Context: an optimization exercise on an open-source flow, tuned for small area. The choices shown serve that exercise and are no tape-out recipe. The RTL was checked by simulation tests, not by an equivalence proof against the original design. Power figures rest on the tool's default switching activity, not on a simulated workload. The flow treats the clock pin as an ideal source, which a real chip does not have.

## barcode39
module barcode39(
input clk,
input rst_n,
input scan_en,
input scan_bit,
input mem_rd,
input [8:0] rd_addr,
output [7:0] rd_data,
output eop
);
wire wDREQ, wMEMW, wWrapped, wWSTB;
wire [3:0] wWIDTH, wNextLow;
wire [8:0] dma_address;
wire [3:0] mem_data;
INTEL_8254 Timer(
.clk(clk),
.rst(rst_n),
.CS(scan_en),
.WIDTH(wWIDTH),
.WSTB(wWSTB),
.OUT0(wDREQ),
.GATE0(scan_bit));
INTEL_8237 DMA_Unit(
.clk(clk),
.rst(rst_n),
.Address(dma_address),
.NextLow(wNextLow),
.EOP(eop),
.Wrapped(wWrapped),
.MEMW(wMEMW),
.DREQ(wDREQ),
.CS(!mem_rd));
RAM Buffer(
.clk(clk),
.rst(rst_n),
.MEMW(wMEMW),
.waddr(dma_address),
.stage(wWSTB),
.slot(wNextLow),
.wdata(wWIDTH),
.raddr(rd_addr),
.rdata(mem_data));
wire below;
lt9 cmp (.a(rd_addr), .b(dma_address), .y(below));
wire written = mem_rd && (wWrapped || below);
assign rd_data = {4'b0000, written ? mem_data : 4'b0000};
endmodule
For scale: about 2200 flip-flops, ~23 I/O pins, about 57000 sq um of cells after synthesis.
==> flow/config.mk <==
export PLATFORM = sky130hd
export DESIGN_NAME = barcode39
export DESIGN_NICKNAME = barcode39
export VERILOG_FILES = /design/flow/design.v
export SDC_FILE = /design/flow/constraint.sdc
export NUM_CORES = 8
export LEC_CHECK = 0
export CAP_MARGIN = 30
export CORE_MARGIN = 2
export CORE_UTILIZATION = 75
export CTS_BUF_LIST = sky130_fd_sc_hd__clkbuf_16
export CTS_CLUSTER_DIAMETER = 130
export CTS_CLUSTER_SIZE = 31
export PLACE_DENSITY = 0.85
export SLEW_MARGIN = 30
export SYNTH_HIERARCHICAL = 1
==> flow/constraint.sdc <==
create_clock -name core_clock -period 20.0 [get_ports {clk}]
set_input_delay 4.0000 -clock core_clock [delete_from_list [all_inputs] [get_ports {clk}]]
set_output_delay 4.0000 -clock core_clock [all_outputs]
set_load 0.01 [all_outputs]
standard.sh (not shown) runs the stock make flow with config.mk's settings and CLKGATE_MAP_FILE= SYNTH_SCRIPT=/design/flow/synth_recipe.tcl, a recipe that flattens the netlist after the stock synthesis.
==> flow/flow/run.sh <==
#!/bin/bash
# Own layout flow: the standard flow (standard.sh: the standard synthesis
# and ORFS steps, unchanged), with two settings passed to the ORFS scripts:
#  - the port buffers are the smallest buffer, sky130_fd_sc_hd__buf_1;
#  - clock tree synthesis inserts no dummy loads and clusters up to 33
#    flip-flops within 70 um per clkbuf_16 leaf buffer.
# The whole output of the make run is kept in standard.log in this folder;
# ORFS keeps each step's own log under orfs/logs/.
set -euo pipefail
export BUFFER_PORTS_ARGS="-buffer_cell sky130_fd_sc_hd__buf_1"
export CTS_ARGS="-sink_clustering_enable -repair_clock_nets -sink_clustering_size 18 -sink_clustering_max_diameter 60 -buf_list sky130_fd_sc_hd__clkbuf_8 -dont_use_dummy_load"
bash standard.sh > standard.log 2>&1
The starting point completed with no timing, DRC or antenna violations.
==> next run, changes <==
--- a/flow/flow/run.sh
+++ b/flow/flow/run.sh
@@ -11 +11 @@
-export CTS_ARGS="-sink_clustering_enable -repair_clock_nets -sink_clustering_size 18 -sink_clustering_max_diameter 60 -buf_list sky130_fd_sc_hd__clkbuf_8 -dont_use_dummy_load"
+export CTS_ARGS="-sink_clustering_enable -repair_clock_nets -sink_clustering_size 18 -sink_clustering_max_diameter 60 -buf_list sky130_fd_sc_hd__clkbuf_4 -sink_clustering_buffer sky130_fd_sc_hd__clkbuf_8 -dont_use_dummy_load"
- critical path depth is unchanged
- core utilization shrinks by 0.15 points
- fmax hardly moves
- setup slack degrades by 0.040 ns
- clock power shrinks by about 3%
- total power decreases by 0.52%
- sequential cell count does not change
- synthesized area stays the same
==> next run, changes <==
--- a/flow/flow/run.sh
+++ b/flow/flow/run.sh
@@ -11 +11 @@
-export CTS_ARGS="-sink_clustering_enable -repair_clock_nets -sink_clustering_size 18 -sink_clustering_max_diameter 60 -buf_list sky130_fd_sc_hd__clkbuf_4 -sink_clustering_buffer sky130_fd_sc_hd__clkbuf_8 -dont_use_dummy_load"
+export CTS_ARGS="-sink_clustering_enable -repair_clock_nets -sink_clustering_size 30 -sink_clustering_max_diameter 80 -buf_list sky130_fd_sc_hd__clkbuf_16 -dont_use_dummy_load"
Result: Worst hold slack improves by 0.060 ns; clock-buffer cell count fell by 56; clock power rose by a little under a tenth; wire length rose slightly.
==> next run, changes <==
--- a/flow/flow/run.sh
+++ b/flow/flow/run.sh
@@ -11 +11 @@
-export CTS_ARGS="-sink_clustering_enable -repair_clock_nets -sink_clustering_size 30 -sink_clustering_max_diameter 80 -buf_list sky130_fd_sc_hd__clkbuf_16 -dont_use_dummy_load"
+export CTS_ARGS="-sink_clustering_enable -repair_clock_nets -sink_clustering_size 33 -sink_clustering_max_diameter 70 -buf_list sky130_fd_sc_hd__clkbuf_16 -dont_use_dummy_load"
Setup slack got worse by 0.040 ns. Power is lower slightly. Hold slack got worse by 0.015 ns. Routed wire length is lower slightly. Die area stays the same. Non-clock buffer count stays the same. Design area is about the same. Synthesized area does not change.

-- static timing again, ports no longer ideal --
The results above use ideal ports. As a check the final layouts listed here were re-extracted and re-timed, cells and wires unchanged. Step 1 (the two cells are an assumption about what drives the block):
set clk [get_ports {clk}]
set_driving_cell -lib_cell sky130_fd_sc_hd__clkbuf_16 $clk
set_driving_cell -lib_cell sky130_fd_sc_hd__buf_2 [delete_from_list [all_inputs] $clk]
Step 2 moves the port delays by t, midway between the first and last clock arrival at a register: inputs arrive t later, outputs are due t later. That takes back most of the time a late clock gives input paths. Three values: ideal ports, drivers, drivers and shift; two values: the first two.
run | t (ns) | setup slack, ns | slew at the worst register clock pin (ns) | cell pins on the clock port's net
the first run | 0.899 | 4.392 / 4.363 / 4.363 | 0.11 / 0.11 | 1
the second run | 1.139 | 4.352 / 4.326 / 4.326 | 0.11 / 0.11 | 1
the third run | 0.721 | 4.435 / 4.408 / 4.408 | 0.11 / 0.11 | 1
the fourth run | 0.730 | 4.395 / 4.369 / 4.369 | 0.12 / 0.12 | 1
After both steps every run listed still meets setup and hold. For the first run, which loses most, drivers alone change the setup slack by -0.029 ns; drivers and shift together by -0.029 ns.
